What follows belongs to an exercise in optimizing a design on an open flow for small area; a production flow would make more cautious choices.
Where RTL was checked, it was by simulation tests only, not by an equivalence proof against the original.
For run 3, only the layout was checked, not whether the RTL still works.
Power figures rest on the tool's default switching activity, not on a simulated workload. The clock port is modelled as an ideal driver; clocking choices that lean on that would not hold on a real chip.

$ cat flow/flow/area_synth.tcl
# The standard synthesis script (synth_recipe.tcl), run unchanged except that
# ABC maps the logic with an area-oriented script (abc_area.script) instead of
# ORFS's delay-oriented one. ABC only maps combinational logic: the registers
# are mapped before it runs, so they are exactly the standard synthesis's.
proc abc {args} {
  set i [lsearch -exact $args -script]
  if { $i >= 0 } {
    lset args [expr {$i + 1}] $::env(AREA_ABC_SCRIPT)
  }
  yosys abc {*}$args
}
source $::env(FLOW_SYNTH_TCL)
$ cat flow/standard.sh
#!/bin/bash
# synth_recipe.tcl (not shown) runs the flow's synth.tcl, then flattens the netlist and writes it again
# the make line also repeats each setting of config.mk as NAME=value (left out here)
make -C /OpenROAD-flow-scripts/flow DESIGN_CONFIG=/design/flow/config.mk WORK_HOME=/design/flow/orfs CLKGATE_MAP_FILE= SYNTH_SCRIPT=/design/flow/synth_recipe.tcl "${@:-finish}"
$ cat flow/flow/abc_area.script
strash
dc2
dch -f
amap -F 20 -A 20 -C 5000
topo
$ cat flow/config.mk
export PLATFORM = sky130hd
export DESIGN_NAME = top
export DESIGN_NICKNAME = top
export VERILOG_FILES = /design/flow/design.v
export SDC_FILE = /design/flow/constraint.sdc
export NUM_CORES = 4
export LEC_CHECK = 0
export CAP_MARGIN = 20
export CORE_MARGIN = 2
export CORE_UTILIZATION = 80
export SLEW_MARGIN = 20
$ cat flow/design.v
module freq_counter
    (
        input clk,
        input reset,
        input SIGNAL,
        output [15:0] frequency
    );
    reg [2:0] SIGr;
    reg [15:0] cnt1;
    reg [15:0] freq;
    assign frequency = freq;
    wire rise = (SIGr[2:1] == 2'b01);
    wire [16:0] c;
    assign c[0] = 1'b1;
    genvar i;
    generate
        for (i = 0; i < 16; i = i + 1) begin : g_inc
            assign c[i+1] = c[i] & cnt1[i];
        end
    endgenerate
    always @(posedge clk) begin
        if (reset) begin
            SIGr <= 3'd0;
            cnt1 <= 16'd1;
            freq <= 16'd0;
        end else begin
            SIGr <= {SIGr[1:0], SIGNAL};
            if (rise) begin
                freq <= cnt1;
                cnt1 <= 16'd1;
            end else begin
                cnt1 <= cnt1 ^ c[15:0];
            end
        end
    end
endmodule
module spi_slave
    (
        input clk,
        input reset,
        input SPI_SCK,
        input SPI_SSEL,
        input SPI_MOSI,
        input [199:0] tx_data,       
        output [207:0] rx_data,      
        output rx_valid,             
        output SPI_MISO,
        output pkg_timeout
    );
    reg [2:0] SCKr;
    reg [2:0] SSELr;
    wire SCK_risingedge = (SCKr[2:1] == 2'b01);
    wire SCK_fallingedge = (SCKr[2:1] == 2'b10);
    wire SSEL_active = ~SSELr[1];
    wire SSEL_startmessage = (SSELr[2:1] == 2'b10);
    wire SSEL_endmessage = (SSELr[2:1] == 2'b01);
    reg bitseen;                 
    reg [207:0] rxsn;                
    wire [207:0] rxs = ~rxsn;
    reg [5:0] ms;                
    reg [4:0] mf;                
    wire [31:0] MPAT = 32'hee4e962e;     
    always @* begin
        case (ms[4:0])
            5'd0: mf = 5'd0;   5'd1: mf = 5'd1;   5'd2: mf = 5'd1;   5'd3: mf = 5'd1;
            5'd4: mf = 5'd0;   5'd5: mf = 5'd1;   5'd6: mf = 5'd3;   5'd7: mf = 5'd2;
            5'd8: mf = 5'd2;   5'd9: mf = 5'd1;   5'd10: mf = 5'd1;  5'd11: mf = 5'd4;
            5'd12: mf = 5'd1;  5'd13: mf = 5'd3;  5'd14: mf = 5'd2;  5'd15: mf = 5'd1;
            5'd16: mf = 5'd3;  5'd17: mf = 5'd1;  5'd18: mf = 5'd1;  5'd19: mf = 5'd1;
            5'd20: mf = 5'd0;  5'd21: mf = 5'd6;  5'd22: mf = 5'd1;  5'd23: mf = 5'd3;
            5'd24: mf = 5'd2;  5'd25: mf = 5'd1;  5'd26: mf = 5'd1;  5'd27: mf = 5'd1;
            5'd28: mf = 5'd0;  5'd29: mf = 5'd1;  5'd30: mf = 5'd7;  default: mf = 5'd1;
        endcase
    end
    reg [7:0] sc;                
    wire sc_fb = sc[7] ^ sc[5] ^ sc[4] ^ sc[3];
    wire sc_done = (sc == 8'h57);
    wire mbit = sc_done & rxs[207];
    wire [5:0] ms_next = ms[5] ? (mbit ? 6'd0 : 6'd5) :
                         (mbit == MPAT[ms[4:0]]) ? ms + 6'd1 : {1'b0, mf};
    wire match = ms[5];
    reg [207:0] cmdn;                
    wire [207:0] cmd = ~cmdn;
    reg cmd_valid;
    assign rx_data = cmd;
    assign rx_valid = cmd_valid;
    reg [15:0] tcnt;
    wire tcnt_fb = tcnt[15] ^ tcnt[13] ^ tcnt[12] ^ tcnt[10];
    wire timeout = (tcnt == 16'h0c4a);   
    assign pkg_timeout = timeout;
    wire accept = SSEL_endmessage & match;
    reg [199:0] txs;
    reg [7:0] txi;
    reg txz;
    wire [255:0] txall = {32'h61746164, txs, 24'd0};
    wire [255:0] txrev;
    genvar gi;
    generate
        for (gi = 0; gi < 256; gi = gi + 1) begin : g_rev
            assign txrev[gi] = txall[255 - gi];
        end
    endgenerate
    wire [15:0] txlo, txhi, txrow;
    generate
        for (gi = 0; gi < 16; gi = gi + 1) begin : g_sel
            assign txlo[gi] = (txi[3:0] == gi);
            assign txhi[gi] = (txi[7:4] == gi);
            assign txrow[gi] = |(txrev[16*gi +: 16] & txlo);
        end
    endgenerate
    assign SPI_MISO = ~txz & |(txrow & txhi);
    always @(posedge clk) begin
        if (reset) begin
            SCKr <= 3'd0;
            SSELr <= 3'd0;
            bitseen <= 1'b0;
            sc <= 8'd1;
            ms <= 6'd1;
            cmd_valid <= 1'b0;
            tcnt <= 16'd1;
            txz <= 1'b1;
        end else begin
            SCKr <= {SCKr[1:0], SPI_SCK};
            SSELr <= {SSELr[1:0], SPI_SSEL};
            if (~SSEL_active) begin
                bitseen <= 1'b0;
            end else if (SCK_risingedge) begin
                bitseen <= 1'b1;
                ms <= ms_next;
                if (~sc_done)
                    sc <= {sc[6:0], sc_fb};
            end
            if (accept) begin
                cmd_valid <= 1'b1;
                tcnt <= 16'd2;       
            end else if (~timeout) begin
                tcnt <= {tcnt[14:0], tcnt_fb};
            end
            if (SSEL_startmessage) begin
                txz <= 1'b0;
            end else if (SSEL_active & SCK_fallingedge & ~bitseen) begin
                txz <= 1'b1;
            end
        end
        if (SSEL_active & SCK_risingedge)
            rxsn <= {rxsn[206:0], ~SPI_MOSI};
        if (accept)
            cmdn <= rxsn;
        if (SSEL_startmessage) begin
            txs <= tx_data;
            txi <= 8'd0;
        end else if (SSEL_active & SCK_fallingedge & (txi != 8'd232)) begin
            txi <= txi + 8'd1;
        end
    end
endmodule
module stepgen
    (
        input clk,
        input reset,
        input jointEnable,
        input cmdValid,              
        input signed [31:0] jointFreqCmd,
        output signed [31:0] jointFeedback,
        output DIR,
        output STP
    );
    wire [31:0] u = jointFreqCmd;
    wire z30 = ~|u[30:0];
    wire nz = u[31] | ~z30;
    wire dir = ~u[31] & ~z30;
    assign DIR = dir & cmdValid;
    wire special = u[31] & z30;
    wire [31:0] v = {~special, 1'b1, u[30:1] ^ {30{dir}}};
    reg [31:0] cnt;
    reg [31:0] pos;
    reg step;
    wire [32:0] k;
    assign k[0] = dir | u[0];
    genvar i;
    generate
        for (i = 0; i < 32; i = i + 1) begin : g_cmp
            assign k[i+1] = (cnt[i] & v[i]) | (k[i] & (cnt[i] | v[i]));
        end
    endgenerate
    wire hit = jointEnable & nz & k[32];
    wire [32:0] ci;
    assign ci[0] = 1'b1;
    generate
        for (i = 0; i < 32; i = i + 1) begin : g_inc
            assign ci[i+1] = ci[i] & cnt[i];
        end
    endgenerate
    wire [32:0] t;
    assign t[0] = hit & step;
    generate
        for (i = 0; i < 32; i = i + 1) begin : g_pos
            assign t[i+1] = t[i] & (pos[i] ~^ dir);
        end
    endgenerate
    assign STP = step;
    assign jointFeedback = pos;
    always @(posedge clk) begin
        if (reset) begin
            cnt <= 32'd0;
            pos <= 32'd0;
            step <= 1'b0;
        end else begin
            cnt <= hit ? 32'd0 : (cnt ^ ci[31:0]);
            pos <= pos ^ t[31:0];
            step <= step ^ hit;
        end
    end
endmodule
module pwm
    (
        input clk,
        input reset,
        input valid,                 
        input [15:0] dty0,
        input [15:0] dty1,
        output pwm0,
        output pwm1
    );
    reg [15:0] cnt;
    reg rPwm0, rPwm1;
    wire [16:0] c;
    assign c[0] = 1'b1;
    genvar i;
    generate
        for (i = 0; i < 16; i = i + 1) begin : g_inc
            assign c[i+1] = c[i] & cnt[i];
        end
    endgenerate
    always @(posedge clk) begin
        if (reset) begin
            cnt <= 16'd0;
            rPwm0 <= 1'b0;
            rPwm1 <= 1'b0;
        end else begin
            cnt <= cnt ^ c[15:0];
            rPwm0 <= valid & (cnt < dty0);
            rPwm1 <= valid & (cnt < dty1);
        end
    end
    assign pwm0 = rPwm0;
    assign pwm1 = rPwm1;
endmodule
module top (
        input sysclk_in,
        input reset,
        output ERROR_OUT,
        input VIN0,
        input VIN1,
        input SPI_MOSI,
        output SPI_MISO,
        input SPI_SCK,
        input SPI_SSEL,
        output STP0,
        output DIR0,
        output STP1,
        output DIR1,
        output STP2,
        output DIR2,
        output STP3,
        output DIR3,
        output STP4,
        output DIR4,
        output DOUT0,
        output DOUT1,
        output DOUT2,
        output DOUT3,
        output DOUT4,
        output DOUT5,
        input DIN0,
        input DIN1,
        input DIN2,
        input DIN3,
        input DIN4,
        output PWMOUT0,
        output PWMOUT1,
        output ENA
    );
    wire ERROR;
    assign ERROR_OUT = ERROR;
    wire [207:0] rx_data;
    wire rx_valid;
    wire [31:0] jointFreqCmd0 = {rx_data[183:176], rx_data[191:184], rx_data[199:192], rx_data[207:200]};
    wire [31:0] jointFreqCmd1 = {rx_data[151:144], rx_data[159:152], rx_data[167:160], rx_data[175:168]};
    wire [31:0] jointFreqCmd2 = {rx_data[119:112], rx_data[127:120], rx_data[135:128], rx_data[143:136]};
    wire [31:0] jointFreqCmd3 = {rx_data[87:80], rx_data[95:88], rx_data[103:96], rx_data[111:104]};
    wire [31:0] jointFreqCmd4 = {rx_data[55:48], rx_data[63:56], rx_data[71:64], rx_data[79:72]};
    wire [15:0] setPoint0 = {rx_data[39:32], rx_data[47:40]};
    wire [15:0] setPoint1 = {rx_data[23:16], rx_data[31:24]};
    wire [4:0] jointEnable = rx_data[12:8] & {5{rx_valid}};
    assign DOUT5 = rx_data[5] & rx_valid;
    assign DOUT4 = rx_data[4] & rx_valid;
    assign DOUT3 = rx_data[3] & rx_valid;
    assign DOUT2 = rx_data[2] & rx_valid;
    assign DOUT1 = rx_data[1] & rx_valid;
    assign DOUT0 = rx_data[0] & rx_valid;
    assign ENA = (|jointEnable) & ~ERROR;
    wire [31:0] jointFeedback0;
    wire [31:0] jointFeedback1;
    wire [31:0] jointFeedback2;
    wire [31:0] jointFeedback3;
    wire [31:0] jointFeedback4;
    wire [15:0] processVariable0;
    wire [15:0] processVariable1;
    wire [199:0] tx_data = {
        jointFeedback0[7:0], jointFeedback0[15:8], jointFeedback0[23:16], jointFeedback0[31:24],
        jointFeedback1[7:0], jointFeedback1[15:8], jointFeedback1[23:16], jointFeedback1[31:24],
        jointFeedback2[7:0], jointFeedback2[15:8], jointFeedback2[23:16], jointFeedback2[31:24],
        jointFeedback3[7:0], jointFeedback3[15:8], jointFeedback3[23:16], jointFeedback3[31:24],
        jointFeedback4[7:0], jointFeedback4[15:8], jointFeedback4[23:16], jointFeedback4[31:24],
        processVariable0[7:0], processVariable0[15:8],
        processVariable1[7:0], processVariable1[15:8],
        3'b000, DIN4, DIN3, DIN2, DIN1, DIN0
    };
    freq_counter freq_counter0 (
        .clk (sysclk_in),
        .reset (reset),
        .frequency (processVariable0),
        .SIGNAL (VIN0)
    );
    freq_counter freq_counter1 (
        .clk (sysclk_in),
        .reset (reset),
        .frequency (processVariable1),
        .SIGNAL (VIN1)
    );
    spi_slave spi1 (
        .clk (sysclk_in),
        .reset (reset),
        .SPI_SCK (SPI_SCK),
        .SPI_SSEL (SPI_SSEL),
        .SPI_MOSI (SPI_MOSI),
        .SPI_MISO (SPI_MISO),
        .rx_data (rx_data),
        .rx_valid (rx_valid),
        .tx_data (tx_data),
        .pkg_timeout (ERROR)
    );
    stepgen stepgen0 (
        .clk (sysclk_in),
        .reset (reset),
        .jointEnable (jointEnable[0] & ~ERROR),
        .cmdValid (rx_valid),
        .jointFreqCmd (jointFreqCmd0),
        .jointFeedback (jointFeedback0),
        .DIR (DIR0),
        .STP (STP0)
    );
    stepgen stepgen1 (
        .clk (sysclk_in),
        .reset (reset),
        .jointEnable (jointEnable[1] & ~ERROR),
        .cmdValid (rx_valid),
        .jointFreqCmd (jointFreqCmd1),
        .jointFeedback (jointFeedback1),
        .DIR (DIR1),
        .STP (STP1)
    );
    stepgen stepgen2 (
        .clk (sysclk_in),
        .reset (reset),
        .jointEnable (jointEnable[2] & ~ERROR),
        .cmdValid (rx_valid),
        .jointFreqCmd (jointFreqCmd2),
        .jointFeedback (jointFeedback2),
        .DIR (DIR2),
        .STP (STP2)
    );
    stepgen stepgen3 (
        .clk (sysclk_in),
        .reset (reset),
        .jointEnable (jointEnable[3] & ~ERROR),
        .cmdValid (rx_valid),
        .jointFreqCmd (jointFreqCmd3),
        .jointFeedback (jointFeedback3),
        .DIR (DIR3),
        .STP (STP3)
    );
    stepgen stepgen4 (
        .clk (sysclk_in),
        .reset (reset),
        .jointEnable (jointEnable[4] & ~ERROR),
        .cmdValid (rx_valid),
        .jointFreqCmd (jointFreqCmd4),
        .jointFeedback (jointFeedback4),
        .DIR (DIR4),
        .STP (STP4)
    );
    pwm pwm01 (
        .clk (sysclk_in),
        .reset (reset),
        .valid (rx_valid),
        .dty0 (setPoint0),
        .dty1 (setPoint1),
        .pwm0 (PWMOUT0),
        .pwm1 (PWMOUT1)
    );
endmodule
$ cat flow/constraint.sdc
create_clock -name core_clock -period 20.0 [get_ports {sysclk_in}]
set_input_delay 4.0000 -clock core_clock [delete_from_list [all_inputs] [get_ports {sysclk_in}]]
set_output_delay 4.0000 -clock core_clock [all_outputs]
set_load 0.01 [all_outputs]
$ cat flow/flow/run.sh
#!/bin/bash
# Own layout flow: the standard layout (standard.sh, all ORFS steps) with
# these changes:
# - synthesis maps the logic with an area-oriented ABC script (see
#   area_synth.tcl); the registers are exactly the standard synthesis's;
# - clock tree synthesis gets its own arguments (CTS below: clkbuf_16 sink
#   clusters, no dummy loads);
# - the port buffers are buf_1 cells (PORTBUF below); every port still gets one.
# The make output goes to flow_make.log in the work folder; each ORFS step's
# own log is under orfs/logs/.
set -euo pipefail
W=$(pwd)
export AREA_ABC_SCRIPT="$W/flow/abc_area.script"
export FLOW_SYNTH_TCL="$W/synth_recipe.tcl"
CTS='-sink_clustering_enable -repair_clock_nets -sink_clustering_size 36 -sink_clustering_max_diameter 72 -buf_list sky130_fd_sc_hd__clkbuf_16 -dont_use_dummy_load'
PORTBUF='-buffer_cell sky130_fd_sc_hd__buf_1'
sed "s#SYNTH_SCRIPT=[^ ]*#SYNTH_SCRIPT=$W/flow/area_synth.tcl 'CTS_ARGS=$CTS' 'BUFFER_PORTS_ARGS=$PORTBUF'#" standard.sh > area_standard.sh
grep -q "SYNTH_SCRIPT=$W/flow/area_synth.tcl" area_standard.sh
bash area_standard.sh > flow_make.log 2>&1
test -f out/final.def
==> impl_metrics.tcl, run 1 <==
set metrics [dict create \
    dpl.hpwl_mm 56.2 \
    cts_hold_buf 0 \
    fillers 2648 \
    htree_levels 2 \
    final_common_cell "edfxtp_1" \
    clk_latency_ns 0.63 \
    synth_top_family_by_area "compound AO/OA/AOI/OAI gates" \
    layout-drive-gt1-share 0.0269 \
    timing.critical_path.mode_cell "o221a_1" \
    post_cts_resized 0 \
    peakVddDrop_v 0.0000866 \
    leakagePower_nw 14.9 \
    synthMuxAreaShare 0 \
    power_frac_clock 0.282 \
    ys_warn_count 4 \
    num_vias 27900 \
    synthCells 3433 \
    status "finished clean" \
    stdcell_area_um2 44600 \
    rsz0062_at_grt "false" \
    synth_edf_count 608 \
    placed_cell_area_um2 43600 \
    ys_ff_latch 1071 \
    r2r_cells 69 \
    drt-total-wl_mm 87.2 \
    fin_tns_setup_ns 0 \
    portBuffers 32 \
    crit-reg2reg-launch "spi1.cmdn[56]" \
    hold_ws_ns 0.420 \
    viasPerCell 6.61 \
    p_int_mw 2.73 \
    cp.depth 69 \
    syn2layout_area_growth_pct 5.40 \
    hp-start "spi1.rxsn[200]" \
    ant_nets 0 \
    mostFrequentLayoutCells "edfxtp_1 (608), nor2_1 (505), dfxtp_1 (463)" \
    p_seq_frac 0.680 \
    critPathMaxStageDelay_ns 0.57 \
    skew_ns 0.0493 \
    post_synth_instance_area_um2 42300 \
    cts_num_sinks 1071 \
    async_reset_ff_frac 0 \
    ys.flop_type "edfxtp_1" \
    hold_depth 0 \
    fmax_mhz 81.0 \
    antenna_found_initial 0 \
    synth_fa_ha_area_frac 0.0704 \
    p_sw_frac 0.206 \
    cp.required_ns 20.52 \
    nNetsFinal 3785 \
    start_kind "register" \
    synthXorXnorAreaFrac 0 \
    power.switching_mw 0.708 \
    synth_cell_types 47 \
    synth-simple-area-share 0.111 \
    gp_congestion 0.850 \
    setup_violations 0 \
    layout_min_cycle_time_ns 12.35 \
    core_area_um2 52400 \
    hold_violations 0 \
    fp.dieH_um 234 \
    crit_buf_inv 1 \
    ys_seq_area_frac 0.651 \
    root_buffer "clkbuf_16" \
    crit_type "reg2reg" \
    die-area_um2 54700 \
    crit_path_start "spi1.cmdn[56]" \
    reg2reg_setup_slack_ns 7.65 \
    worstPathArrival_ns 12.88 \
    powerDensity_nw_per_um2 77.0 \
    drcViolationCount 0 \
    cts-root-to-sink-buffers 3 \
    io_pins 33 \
    synth_compound_area_frac 0.150 \
    rows 84 \
    overflow 0 \
    synth.net_count 3683 \
    cp_slowest_cell "clkinv_1" \
    cp_max_fo 26 \
    r2r_end "stepgen4.pos[30]" \
    start_util 0.807 \
    grt_max_degree 158 \
    fin_crit_sh 0.618 \
    worstMarginPinSlew_ns 1.17 \
    slew_headroom 0.219 \
    cts_setup_buffers 0 \
    drtIter0Drc 2947 \
    p_comb_frac 0.038 \
    die_w_um 234 \
    grt_usage 0.317 \
    endpoint "stepgen4.pos[30]" \
    wl_per_cell_um 20.7 \
    cts_tree "yes" \
    path_clk_slew_ns 0.12 \
    holdCritPathClass "reg2reg" \
    max-cap-violations 0 \
    worst_path_dominant_cell_family "compound AO/OA/AOI/OAI gates" \
    syn_area_per_cell_um2 12.3 \
    maxSlewViolCount 0 \
    n_antenna_cell 0 \
    numCtsBuffers 40 \
    grt_pass1_wl_mm 137 \
    cp-end-kind "register" \
    first_global_vias 27500 \
    dr.pass1.iters 7 \
]
==> power by group through the flow <==
stage	registers (mW)	logic [mW]	clock network, mW
floorplan	2.39	0.0731	0
global placement	2.38	0.121	0
detailed placement	2.39	0.127	0
CTS	2.34	0.128	0.977
global route	2.34	0.139	1.04
finish	2.34	0.131	0.969
==> cell usage after synthesis, types with 8 or more instances <==
cell type / n / area (µm²)
a211oi_1: 91 / 683
a21boi_0: 16 / 120
a21oi_1: 260 / 1300
a221oi_1: 55 / 482
a222oi_1: 46 / 460
a22o_1: 8 / 70.1
a22oi_1: 80 / 601
a31oi_1: 15 / 93.8
and3_1: 31 / 194
clkinv_1: 207 / 777
dfxtp_1: 463 / 9270
edfxtp_1: 608 / 18300
ha_1: 238 / 2980
nand2_1: 37 / 139
nand3_1: 15 / 75.1
nand4_1: 44 / 275
nor2_1: 518 / 1940
nor2b_1: 252 / 1580
nor3_1: 32 / 160
nor4_1: 10 / 62.6
o21a_1: 24 / 180
o21ai_0: 188 / 941
o221a_1: 55 / 619
o221ai_1: 22 / 193
o22ai_1: 50 / 313
or2_0: 10 / 62.6
or4_1: 14 / 105
==> kinds of logic (layout without fill, tap and decap cells) <==
logic type / after synthesis / in the layout
AO/OA/AOI/OAI: 942 / 942
adder cells (fa/ha/maj): 238 / 238
flip-flops: 1071 / 1071
AND/OR/NAND/NOR: 973 / 973
buffers and inverters: 209 / 309
==> worst register-to-register path: cells and delay by family, from the launching register on <==
| kind | cells | cell delay (ns) |
|---|---|---|
| AOI/OAI and AO/OA | 47 | 7.84 |
| adders and majority gates | 1 | 0.18 |
| buffers and inverters | 1 | 0.57 |
| DFF | 1 | 0.42 |
| and+or+nand+nor | 20 | 3.29 |
==> how the worst min path moves through the flow <==
stage / end / slack (ns)
final: spi1.cmdn[200] / 0.42
after global routing: spi1.cmdn[200] / 0.43
after CTS: spi1.cmdn[200] / 0.42
after detailed placement: spi1.rxsn[16] / 0.41
after global placement: freq_counter0.SIGr[2] / 0.41
after floorplan: freq_counter0.SIGr[2] / 0.40
==> sequential cells by signal, summed over array words and instances, names as in the netlist, 32 cells and up <==
name	flops
spi1.cmdn	203
spi1.rxsn	208
spi1.txs	197
stepgen0.cnt	32
stepgen0.pos	32
stepgen1.cnt	32
stepgen1.pos	32
stepgen2.cnt	32
stepgen2.pos	32
stepgen3.cnt	32
stepgen3.pos	32
stepgen4.cnt	32
stepgen4.pos	32
==> per-layer routing <==
layer	share of wire	up-vias	global-route usage
met5	0	-	0
met4	0.032	0	0.116
met1	0.40	13500	0.403
met2	0.50	1099	0.560
met3	0.067	206	0.0394
li1	-	13100	-
==> stage by stage <==
| step | instances | worst slack (ns) | total power, mW | utilization |
|---|---|---|---|---|
| after global routing | 4221 | 6.40 | 3.52 | 0.850 |
| after detailed placement | 4181 | 7.94 | 2.51 | 0.831 |
| after floorplan | 3433 | 4.39 | 2.46 | - |
| after CTS | 4221 | 7.79 | 3.44 | 0.850 |
| final | 4221 | 7.65 | 3.44 | 0.850 |
| after global placement | 4181 | 8.66 | 2.51 | 0.831 |
==> final cells by class <==
type / instances / area (µm²) / area share
Sequential cell: 1071 / 27500 / 0.617
Timing Repair Buffer: 62 / 365 / 0.00819
Inverter: 207 / 790 / 0.0177
Clock buffer: 40 / 1000 / 0.0224
Multi-Input combinational cell: 2153 / 14000 / 0.315
Tap cell: 688 / 861 / 0.0193
==> run 2, diff against run 1 <==
--- a/flow/flow/run.sh
+++ b/flow/flow/run.sh
@@ -14,3 +14,3 @@
 export FLOW_SYNTH_TCL="$W/synth_recipe.tcl"
-CTS='-sink_clustering_enable -repair_clock_nets -sink_clustering_size 36 -sink_clustering_max_diameter 72 -buf_list sky130_fd_sc_hd__clkbuf_16 -dont_use_dummy_load'
+CTS='-sink_clustering_enable -repair_clock_nets -sink_clustering_size 34 -sink_clustering_max_diameter 72 -buf_list sky130_fd_sc_hd__clkbuf_16 -dont_use_dummy_load'
 PORTBUF='-buffer_cell sky130_fd_sc_hd__buf_1'
--- a/flow/config.mk
+++ b/flow/config.mk
@@ -10,2 +10,3 @@
 export CORE_UTILIZATION = 80
+export PLACE_DENSITY = 0.85
 export SLEW_MARGIN = 20
==> run 2 against run 1 <==
Still clean on timing, DRC and antenna. Synthesized cell count unchanged. Global-route usage about the same. Sequential share of layout area down 0.069 points. Clock skew up 0.0062 ns. Final area up 0.11%. Sequential power about the same. Combinational power about the same. Highest routed layer is now met5.
==> impl_metrics.tcl, run 2 <==
set metrics [dict create \
    worstMarginPinSlew_ns 1.17 \
    hold_ws_ns 0.416 \
    p_int_mw 2.74 \
    ys_ff_latch 1071 \
    antenna_found_initial 1 \
    ys_seq_area_frac 0.651 \
    r2r_cells 69 \
    setup_violations 0 \
    timing.critical_path.mode_cell "o221a_1" \
    powerDensity_nw_per_um2 77.4 \
    drcViolationCount 0 \
    reg.largest.list "spi1.rxsn x208, spi1.cmdn x203, spi1.txs x197" \
    rsz0062_at_grt "false" \
    fin_crit_sh 0.619 \
    post_cts_resized 0 \
    maxSlewViolCount 0 \
    n_antenna_cell 0 \
    core_area_um2 52400 \
    fillers 2644 \
    synth_top_area_cell "edfxtp_1" \
    power.switching_mw 0.709 \
    yosys-top-cells-area "edfxtp_1 (43%), dfxtp_1 (22%), ha_1 (7.0%), nor2_1 (4.6%), nor2b_1 (3.7%)" \
    grt_pass1_wl_mm 137 \
    yosysMostFrequentCell "edfxtp_1" \
    worstPathArrival_ns 12.84 \
    fp.dieH_um 234 \
    max-cap-violations 0 \
    p_sw_frac 0.205 \
    cp_slowest_cell "clkinv_1" \
    p_comb_frac 0.038 \
    post_synth_instance_area_um2 42300 \
    viasPerCell 6.62 \
    yosysTopAreaCellShare 0.432 \
    htree_levels 2 \
    holdCritPathClass "reg2reg" \
    synthCells 3433 \
    synth_common_cells "edfxtp_1 (608), nor2_1 (518), dfxtp_1 (463)" \
    layout-drive-gt1-share 0.0274 \
    cp.required_ns 20.47 \
    num_vias 28000 \
    cts_hold_buf 0 \
    die-area_um2 54700 \
    start_util 0.807 \
    slew_headroom 0.219 \
    portBuffers 32 \
    async_reset_ff_frac 0 \
    drtIter0Drc 3087 \
    numCtsBuffers 42 \
    cp.depth 69 \
    skew_ns 0.0555 \
    leakagePower_nw 14.9 \
    cts_tree "yes" \
    p_seq_frac 0.676 \
    synth_cell_types 47 \
    ys.flop_type "edfxtp_1" \
    status "finished clean" \
    grt_usage 0.316 \
    syn_area_per_cell_um2 12.3 \
    final_common_cell "edfxtp_1" \
    clk_latency_ns 0.63 \
    fin_tns_setup_ns 0 \
    cp-end-kind "register" \
    synth.net_count 3683 \
    crit_type "reg2reg" \
    dpl.hpwl_mm 56.2 \
    layout_min_cycle_time_ns 12.37 \
    synth_edf_count 608 \
    crit_buf_inv 1 \
    gp_congestion 0.850 \
    fmax_mhz 80.8 \
    io_pins 33 \
    cts-root-to-sink-buffers 3 \
    cts_num_sinks 1071 \
    mostFrequentLayoutCells "edfxtp_1 (608), nor2_1 (505), dfxtp_1 (463)" \
    ant_nets 0 \
    cts_setup_buffers 0 \
    overflow 0 \
    path_clk_slew_ns 0.11 \
    nNetsFinal 3787 \
    peakVddDrop_v 0.0000888 \
    first_global_vias 27500 \
    hold_violations 0 \
    root_buffer "clkbuf_16" \
    drt-total-wl_mm 86.8 \
    top_register "spi1.rxsn" \
    wl_per_cell_um 20.6 \
    dr.pass1.iters 6 \
    syn2layout_area_growth_pct 5.52 \
    start_kind "register" \
    rows 84 \
    hold_depth 0 \
    ys_warn_count 4 \
    worst_path_dominant_cell_family "compound AO/OA/AOI/OAI gates" \
    power_frac_clock 0.286 \
    critPathMaxStageDelay_ns 0.58 \
    die_w_um 234 \
    largest_reg_flops 208 \
    grt_max_degree 158 \
    cp_max_fo 26 \
]
[run 2: cell types whose count changed in the layout (fill, tap and decap cells not counted), sizes merged]
| cell | change |
|---|---|
| clkbuf | +2 |
[run 2: power groups by stage]
stage	clock, mW	sequential (mW)	combinational (mW)
after floorplan	0	2.39	0.0731
after global placement	0	2.38	0.121
after detailed placement	0	2.39	0.127
after CTS	0.997	2.34	0.128
after global routing	1.06	2.34	0.139
final	0.986	2.34	0.131
[run 2: worst reg2reg max path: cells and delay by family (launching register included)]
family                   cells  cell delay [ns]
AO/OA/AOI/OAI               47             7.80
AND/OR/NAND/NOR             20             3.29
buffers and inverters        1             0.58
flip-flops                   1             0.40
adder cells (fa/ha/maj)      1             0.18
[run 2: metrics by stage]
| stage | instance area, µm² | power, mW | cells | utilization | worst slack (ns) |
|---|---|---|---|---|---|
| floorplan | 42300 | 2.46 | 3433 | - | 4.39 |
| global placement | 43600 | 2.51 | 4181 | 0.831 | 8.66 |
| detailed placement | 43600 | 2.51 | 4181 | 0.831 | 7.94 |
| CTS | 44600 | 3.46 | 4223 | 0.851 | 7.73 |
| global route | 44600 | 3.54 | 4223 | 0.851 | 6.38 |
| finish | 44600 | 3.45 | 4223 | 0.851 | 7.63 |
[run 2: path summary, 6_finish.rpt]
path | start | to | slack (ns)
setup / recovery | spi1.cmdn[56] | stepgen4.pos[30] | 7.63
hold / removal | spi1.rxsn[37] | spi1.rxsn[38] | 0.42
setup reg to reg | spi1.cmdn[56] | stepgen4.pos[30] | 7.63
hold reg to reg | spi1.rxsn[37] | spi1.rxsn[38] | 0.42
[run 2: kinds of logic (layout without fill, tap and decap cells)]
| logic type | count (synthesis) | count (layout) | share of synthesized area |
|---|---|---|---|
| AO/OA/AOI/OAI | 942 | 942 | 0.150 |
| adder cells (fa/ha/maj) | 238 | 238 | 0.0704 |
| flip-flops | 1071 | 1071 | 0.651 |
| buffers and inverters | 209 | 311 | 0.0185 |
| AND/OR/NAND/NOR | 973 | 973 | 0.111 |
[run 2: layout make-up]
cell class / count / area, µm² / area share
flip-flops and latches: 1071 / 27500 / 0.617
inverters: 207 / 790 / 0.0177
multi-input cells: 2153 / 14000 / 0.315
repair buffers: 62 / 365 / 0.00818
well taps: 688 / 861 / 0.0193
clock buffers: 42 / 1050 / 0.0235
[run 2: per-layer routing]
layer | vias to the layer above | track usage | wire [µm]
li1 | 13200 | - | -
met1 | 13500 | 0.403 | 34500
met2 | 1102 | 0.556 | 43300
met3 | 236 | 0.0429 | 6050
met4 | 2 | 0.118 | 2980
met5 | - | 0 | 13
==> run 3, diff against run 2 <==
--- a/flow/design.v
+++ b/flow/design.v
@@ -45,3 +45,2 @@
         output [207:0] rx_data,      
-        output rx_valid,             
         output SPI_MISO,
@@ -56,5 +55,6 @@
     wire SSEL_endmessage = (SSELr[2:1] == 2'b01);
-    reg bitseen;                 
-    reg [207:0] rxsn;                
-    wire [207:0] rxs = ~rxsn;
+    reg [15:0] bitcnt;
+    wire bitcnt_fb = bitcnt[15] ^ bitcnt[13] ^ bitcnt[12] ^ bitcnt[10] ^ ~|bitcnt[14:0];
+    wire bitcnt_zero = ~|bitcnt;
+    reg [207:0] rxs;
     reg [5:0] ms;                
@@ -74,6 +74,3 @@
     end
-    reg [7:0] sc;                
-    wire sc_fb = sc[7] ^ sc[5] ^ sc[4] ^ sc[3];
-    wire sc_done = (sc == 8'h57);
-    wire mbit = sc_done & rxs[207];
+    wire mbit = rxs[207];
     wire [5:0] ms_next = ms[5] ? (mbit ? 6'd0 : 6'd5) :
@@ -81,10 +78,7 @@
     wire match = ms[5];
-    reg [207:0] cmdn;                
-    wire [207:0] cmd = ~cmdn;
-    reg cmd_valid;
+    reg [207:0] cmd;
     assign rx_data = cmd;
-    assign rx_valid = cmd_valid;
     reg [15:0] tcnt;
-    wire tcnt_fb = tcnt[15] ^ tcnt[13] ^ tcnt[12] ^ tcnt[10];
-    wire timeout = (tcnt == 16'h0c4a);   
+    wire tcnt_fb = tcnt[15] ^ tcnt[13] ^ tcnt[12] ^ tcnt[10] ^ ~|tcnt[14:0];
+    wire timeout = (tcnt == 16'h8625);   
     assign pkg_timeout = timeout;
@@ -92,21 +86,7 @@
     reg [199:0] txs;
-    reg [7:0] txi;
+    reg [5:0] hc;
     reg txz;
-    wire [255:0] txall = {32'h61746164, txs, 24'd0};
-    wire [255:0] txrev;
-    genvar gi;
-    generate
-        for (gi = 0; gi < 256; gi = gi + 1) begin : g_rev
-            assign txrev[gi] = txall[255 - gi];
-        end
-    endgenerate
-    wire [15:0] txlo, txhi, txrow;
-    generate
-        for (gi = 0; gi < 16; gi = gi + 1) begin : g_sel
-            assign txlo[gi] = (txi[3:0] == gi);
-            assign txhi[gi] = (txi[7:4] == gi);
-            assign txrow[gi] = |(txrev[16*gi +: 16] & txlo);
-        end
-    endgenerate
-    assign SPI_MISO = ~txz & |(txrow & txhi);
+    wire [31:0] HPAT = 32'h26862e86;     
+    wire hdone = hc[5];
+    assign SPI_MISO = ~txz & (hdone ? txs[199] : HPAT[hc[4:0]]);
     always @(posedge clk) begin
@@ -115,7 +95,7 @@
             SSELr <= 3'd0;
-            bitseen <= 1'b0;
-            sc <= 8'd1;
+            bitcnt <= 16'd0;
+            rxs <= 208'd0;
             ms <= 6'd1;
-            cmd_valid <= 1'b0;
-            tcnt <= 16'd1;
+            cmd <= 208'd0;
+            tcnt <= 16'd0;
             txz <= 1'b1;
@@ -125,12 +105,11 @@
             if (~SSEL_active) begin
-                bitseen <= 1'b0;
+                bitcnt <= 16'd0;
             end else if (SCK_risingedge) begin
-                bitseen <= 1'b1;
+                bitcnt <= {bitcnt[14:0], bitcnt_fb};
+                rxs <= {rxs[206:0], SPI_MOSI};
                 ms <= ms_next;
-                if (~sc_done)
-                    sc <= {sc[6:0], sc_fb};
             end
             if (accept) begin
-                cmd_valid <= 1'b1;
-                tcnt <= 16'd2;       
+                cmd <= rxs;
+                tcnt <= 16'd1;
             end else if (~timeout) begin
@@ -140,3 +119,3 @@
                 txz <= 1'b0;
-            end else if (SSEL_active & SCK_fallingedge & ~bitseen) begin
+            end else if (SSEL_active & SCK_fallingedge & bitcnt_zero) begin
                 txz <= 1'b1;
@@ -144,11 +123,10 @@
         end
-        if (SSEL_active & SCK_risingedge)
-            rxsn <= {rxsn[206:0], ~SPI_MOSI};
-        if (accept)
-            cmdn <= rxsn;
         if (SSEL_startmessage) begin
             txs <= tx_data;
-            txi <= 8'd0;
-        end else if (SSEL_active & SCK_fallingedge & (txi != 8'd232)) begin
-            txi <= txi + 8'd1;
+            hc <= 6'd0;
+        end else if (SSEL_active & SCK_fallingedge) begin
+            if (hdone)
+                txs <= {txs[198:0], 1'b0};
+            else
+                hc <= hc + 6'd1;
         end
@@ -161,3 +139,2 @@
         input jointEnable,
-        input cmdValid,              
         input signed [31:0] jointFreqCmd,
@@ -168,8 +145,6 @@
     wire [31:0] u = jointFreqCmd;
-    wire z30 = ~|u[30:0];
-    wire nz = u[31] | ~z30;
-    wire dir = ~u[31] & ~z30;
-    assign DIR = dir & cmdValid;
-    wire special = u[31] & z30;
-    wire [31:0] v = {~special, 1'b1, u[30:1] ^ {30{dir}}};
+    wire nz = |u;
+    assign DIR = ~u[31] & nz;
+    wire special = u[31] & ~|u[30:0];
+    wire [31:0] v = {u[31], u[31:1]} ^ {32{DIR}};
     reg [31:0] cnt;
@@ -178,3 +153,3 @@
     wire [32:0] k;
-    assign k[0] = dir | u[0];
+    assign k[0] = DIR | u[0];
     genvar i;
@@ -185,3 +160,4 @@
     endgenerate
-    wire hit = jointEnable & nz & k[32];
+    wire ge = special ? (cnt[31] & cnt[30]) : k[32];
+    wire hit = jointEnable & nz & ge;
     wire [32:0] ci;
@@ -197,3 +173,3 @@
         for (i = 0; i < 32; i = i + 1) begin : g_pos
-            assign t[i+1] = t[i] & (pos[i] ~^ dir);
+            assign t[i+1] = t[i] & (pos[i] ~^ DIR);
         end
@@ -218,3 +194,2 @@
         input reset,
-        input valid,                 
         input [15:0] dty0,
@@ -241,4 +216,4 @@
             cnt <= cnt ^ c[15:0];
-            rPwm0 <= valid & (cnt < dty0);
-            rPwm1 <= valid & (cnt < dty1);
+            rPwm0 <= cnt < dty0;
+            rPwm1 <= cnt < dty1;
         end
@@ -286,3 +261,2 @@
     wire [207:0] rx_data;
-    wire rx_valid;
     wire [31:0] jointFreqCmd0 = {rx_data[183:176], rx_data[191:184], rx_data[199:192], rx_data[207:200]};
@@ -294,9 +268,9 @@
     wire [15:0] setPoint1 = {rx_data[23:16], rx_data[31:24]};
-    wire [4:0] jointEnable = rx_data[12:8] & {5{rx_valid}};
-    assign DOUT5 = rx_data[5] & rx_valid;
-    assign DOUT4 = rx_data[4] & rx_valid;
-    assign DOUT3 = rx_data[3] & rx_valid;
-    assign DOUT2 = rx_data[2] & rx_valid;
-    assign DOUT1 = rx_data[1] & rx_valid;
-    assign DOUT0 = rx_data[0] & rx_valid;
+    wire [4:0] jointEnable = rx_data[12:8];
+    assign DOUT5 = rx_data[5];
+    assign DOUT4 = rx_data[4];
+    assign DOUT3 = rx_data[3];
+    assign DOUT2 = rx_data[2];
+    assign DOUT1 = rx_data[1];
+    assign DOUT0 = rx_data[0];
     assign ENA = (|jointEnable) & ~ERROR;
@@ -339,3 +313,2 @@
         .rx_data (rx_data),
-        .rx_valid (rx_valid),
         .tx_data (tx_data),
@@ -347,3 +320,2 @@
         .jointEnable (jointEnable[0] & ~ERROR),
-        .cmdValid (rx_valid),
         .jointFreqCmd (jointFreqCmd0),
@@ -357,3 +329,2 @@
         .jointEnable (jointEnable[1] & ~ERROR),
-        .cmdValid (rx_valid),
         .jointFreqCmd (jointFreqCmd1),
@@ -367,3 +338,2 @@
         .jointEnable (jointEnable[2] & ~ERROR),
-        .cmdValid (rx_valid),
         .jointFreqCmd (jointFreqCmd2),
@@ -377,3 +347,2 @@
         .jointEnable (jointEnable[3] & ~ERROR),
-        .cmdValid (rx_valid),
         .jointFreqCmd (jointFreqCmd3),
@@ -387,3 +356,2 @@
         .jointEnable (jointEnable[4] & ~ERROR),
-        .cmdValid (rx_valid),
         .jointFreqCmd (jointFreqCmd4),
@@ -396,3 +364,2 @@
         .reset (reset),
-        .valid (rx_valid),
         .dty0 (setPoint0),
==> flow/run.sh (new file) <==
#!/bin/bash
# synth_recipe.tcl (not shown) runs the flow's synth.tcl, then flattens the netlist and writes it again
# the make line also repeats each setting of config.mk as NAME=value (left out here)
make -C /OpenROAD-flow-scripts/flow DESIGN_CONFIG=/design/flow/config.mk WORK_HOME=/design/flow/orfs CLKGATE_MAP_FILE= SYNTH_SCRIPT=/design/flow/synth_recipe.tcl finish
--- a/flow/config.mk
+++ b/flow/config.mk
@@ -9,4 +9,5 @@
 export CORE_MARGIN = 2
-export CORE_UTILIZATION = 80
-export PLACE_DENSITY = 0.85
+export CORE_UTILIZATION = 40
+export CTS_BUF_LIST = sky130_fd_sc_hd__clkbuf_4
+export CTS_CLUSTER_SIZE = 20
 export SLEW_MARGIN = 20
removed: flow/flow/run.sh
removed: flow/flow/abc_area.script
removed: flow/flow/area_synth.tcl
removed: flow/standard.sh
==> run 3 against run 2 <==
Critical path depth decreased by 63. Final area up 23%. Worst setup slack gained 4.8 ns. Global-route usage down 15 points. Sequential power shrank 5%. Synthesized cell count up 70%. Hold slack worse by 0.026 ns. Clock power increased by 100%. Register-to-register slack gained 6.0 ns. Critical path type is now reg2out.
==> impl_metrics.tcl, run 3 <==
set metrics [dict create \
    cts_num_sinks 1078 \
    cts_setup_buffers 0 \
    drcViolationCount 0 \
    slew_headroom 0.171 \
    fillers 12400 \
    ys_ff_latch 1078 \
    leakagePower_nw 20.5 \
    syn_area_per_cell_um2 8.53 \
    fmax_mhz 132 \
    cts_hold_buf 0 \
    yosysTopAreaCellShare 0.354 \
    numCtsBuffers 310 \
    synthCells 5833 \
    ys_seq_area_frac 0.473 \
    path_clk_slew_ns 0.06 \
    wl_per_cell_um 14.3 \
    post_synth_instance_area_um2 49800 \
    crit_type "reg2out" \
    dp_worst_setup_slack_ns 13.11 \
    ant_nets 0 \
    antenna_found_initial 3 \
    mostFrequentLayoutCells "nand2_1 (1445), dfxtp_1 (881), a21oi_1 (685)" \
    worst_slack_ns 12.40 \
    grt_usage 0.171 \
    synth_common_cells "nand2_1 (1447), dfxtp_1 (881), a21oi_1 (686)" \
    clk_latency_ns 1.20 \
    largest_reg_flops 208 \
    critPathMaxStageDelay_ns 0.50 \
    cp.depth 6 \
    syn2layout_area_growth_pct 10.3 \
    top_register "spi1.rxs" \
    first_global_vias 37400 \
    die-area_um2 127000 \
    synth.net_count 6081 \
    start_util 0.403 \
    finalNonFillerCells 7680 \
    synth_cell_types 84 \
    setup_violations 0 \
    rsz0062_at_grt "false" \
    rows 129 \
    root_buffer "clkbuf_4" \
    worstMarginPinSlew_ns 1.24 \
    dp.cells 7153 \
    io_pins 33 \
    p_sw_frac 0.231 \
    post_cts_resized 0 \
    cts_tree "yes" \
    crit_chain "nor4_1 > nand4_1 > o21ai_4 > buf_4 > inv_2 > clkdlybuf4s50_1" \
    dpl.hpwl_mm 63.1 \
    skew_ns 0.0905 \
    htree_levels 5 \
    nNetsFinal 6076 \
    p_comb_frac 0.023 \
    dr.pass1.iters 5 \
    p_int_mw 3.31 \
    cp_slowest_cell "clkdlybuf4s50_1" \
    cp.required_ns 16.00 \
    num_vias 39300 \
    hold_violations 0 \
    worstPathArrival_ns 3.60 \
    ys.flop_type "dfxtp_1" \
    portBuffers 32 \
    drtIter0Drc 2566 \
    fin_tns_setup_ns 0 \
    die_w_um 357 \
    grt_max_degree 204 \
    peakVddDrop_v 0.0000541 \
    max-cap-violations 0 \
    gp_congestion 0.782 \
    synth_top_area_cell "dfxtp_1" \
    p_seq_frac 0.518 \
    reg.largest.list "spi1.rxs x208, spi1.cmd x203, spi1.txs x200" \
    yosysMostFrequentCell "nand2_1" \
    synth_edf_count 197 \
    overflow 0 \
    holdCritPathClass "reg2reg" \
    layout_min_cycle_time_ns 7.60 \
    grt_pass1_wl_mm 185 \
    cp_max_fo 34 \
    core_area_um2 124000 \
    worst_path_dominant_cell_family "buffers and inverters" \
    layout-drive-gt1-share 0.0954 \
    drt-total-wl_mm 110 \
    status "finished clean" \
    powerDensity_nw_per_um2 78.4 \
    fin_crit_sh 0.380 \
    ys_warn_count 4 \
    hold_depth 2 \
    power_frac_clock 0.458 \
    fp.dieH_um 357 \
    start_kind "register" \
    viasPerCell 5.11 \
    maxSlewViolCount 0 \
    crit_buf_inv 3 \
    power.switching_mw 0.996 \
    cts-root-to-sink-buffers 4 \
    final_common_cell "nand2_1" \
    yosys-top-cells-area "dfxtp_1 (35%), edfxtp_1 (12%), nand2_1 (11%), a21oi_1 (6.9%), ha_1 (5.9%)" \
    async_reset_ff_frac 0 \
    cp-end-kind "primary output" \
    r2r_cells 32 \
]
## run 3: metal layers
layer | GRT usage | vias up | routed length (µm)
met2 | 0.266 | 627 | 48400
met1 | 0.235 | 18400 | 54600
met3 | 0.0320 | 207 | 4220
met5 | 0 | - | 0
li1 | - | 20000 | -
met4 | 0.0639 | 0 | 2320
## run 3: power groups by stage
stage	clock network (mW)	logic [mW]	registers [mW]
6_report	1.97	0.100	2.23
5_1_grt	2.17	0.113	2.23
4_1_cts	2.05	0.102	2.23
3_5_place_dp	0	0.101	2.28
3_3_place_gp	0	0.101	2.28
2_1_floorplan	0	0.0758	2.28
## run 3: worst min-delay path: cells and delay by family, from the launching register on
kind | cells | cell delay (ns)
AO/OA/AOI/OAI | 1 | 0.05
flip-flops | 1 | 0.32
AND/OR/NAND/NOR | 1 | 0.05
## run 3: final cells by class
| class | instances | area [µm²] | share of cell area |
|---|---|---|---|
| diodes | 7 | 17.5 | 0.000319 |
| clock buffers | 461 | 3460 | 0.0630 |
| clock inverters | 59 | 258 | 0.00469 |
| inverters | 113 | 424 | 0.00772 |
| multi-input cells | 4250 | 24400 | 0.445 |
| flip-flops and latches | 1078 | 23600 | 0.429 |
| well taps | 1637 | 2050 | 0.0373 |
| repair buffers | 75 | 711 | 0.0129 |
## run 3: stage by stage
stage	area, µm²	utilization	hold slack (ns)	power (mW)
finish	54900	0.444	0.389	4.30
detailed placement	51200	0.414	0.392	2.38
global route	54900	0.444	0.404	4.51
global placement	51200	0.414	0.385	2.38
CTS	54900	0.444	0.392	4.38
floorplan	49800	-	0.376	2.35
## run 3: worst paths after layout
| path | start | to | slack (ns) |
|---|---|---|---|
| max | spi1.cmd[52] | DIR4 | 12.40 |
| min | spi1.rxs[162] | spi1.rxs[163] | 0.39 |
| max reg2reg | stepgen4.cnt[0] | stepgen4.cnt[31] | 13.63 |
| min reg2reg | spi1.rxs[162] | spi1.rxs[163] | 0.39 |
## run 3: logic make-up after synthesis
| logic type | Yosys count | synth area share |
|---|---|---|
| AO/OA/AOI/OAI | 1258 | 0.144 |
| adder cells (fa/ha/maj) | 245 | 0.0611 |
| flip-flops | 1078 | 0.473 |
| multiplexers | 58 | 0.0118 |
| AND/OR/NAND/NOR | 2339 | 0.209 |
| XOR/XNOR | 350 | 0.0616 |
| buffers and inverters | 505 | 0.0391 |

static timing again, ports no longer ideal:
In the flow no input, the clock included, has a driving cell. The finished layouts below were timed again as built, in two steps.
Step 1 sets driving cells, clkbuf_16 on the clock port and buf_2 on the other inputs (assumed; they add their load-dependent delay and slew).
Step 2 moves the port delays by t, midway between the first and last clock arrival at a register: inputs arrive t later, outputs are due t later. That takes back most of the time a late clock gives input paths.
Three values: ideal ports, drivers, drivers and shift; two values: the first two.
run | shift t [ns] | setup WS [ns] | worst setup path after step 2 | slew at the worst register clock pin (ns) | worst slew at a driven data input, ns
run 1 | 0.669 | 7.647 / 7.647 / 7.647 | register to register | 0.12 / 0.12 | 0.03
run 2 | 0.664 | 7.628 / 7.628 / 7.628 | register to register | 0.12 / 0.12 | 0.03
run 3 | 1.220 | 12.401 / 12.336 / 12.956 | input to register | 0.07 / 0.07 | 0.05
After both steps setup and hold are still met in every run listed.
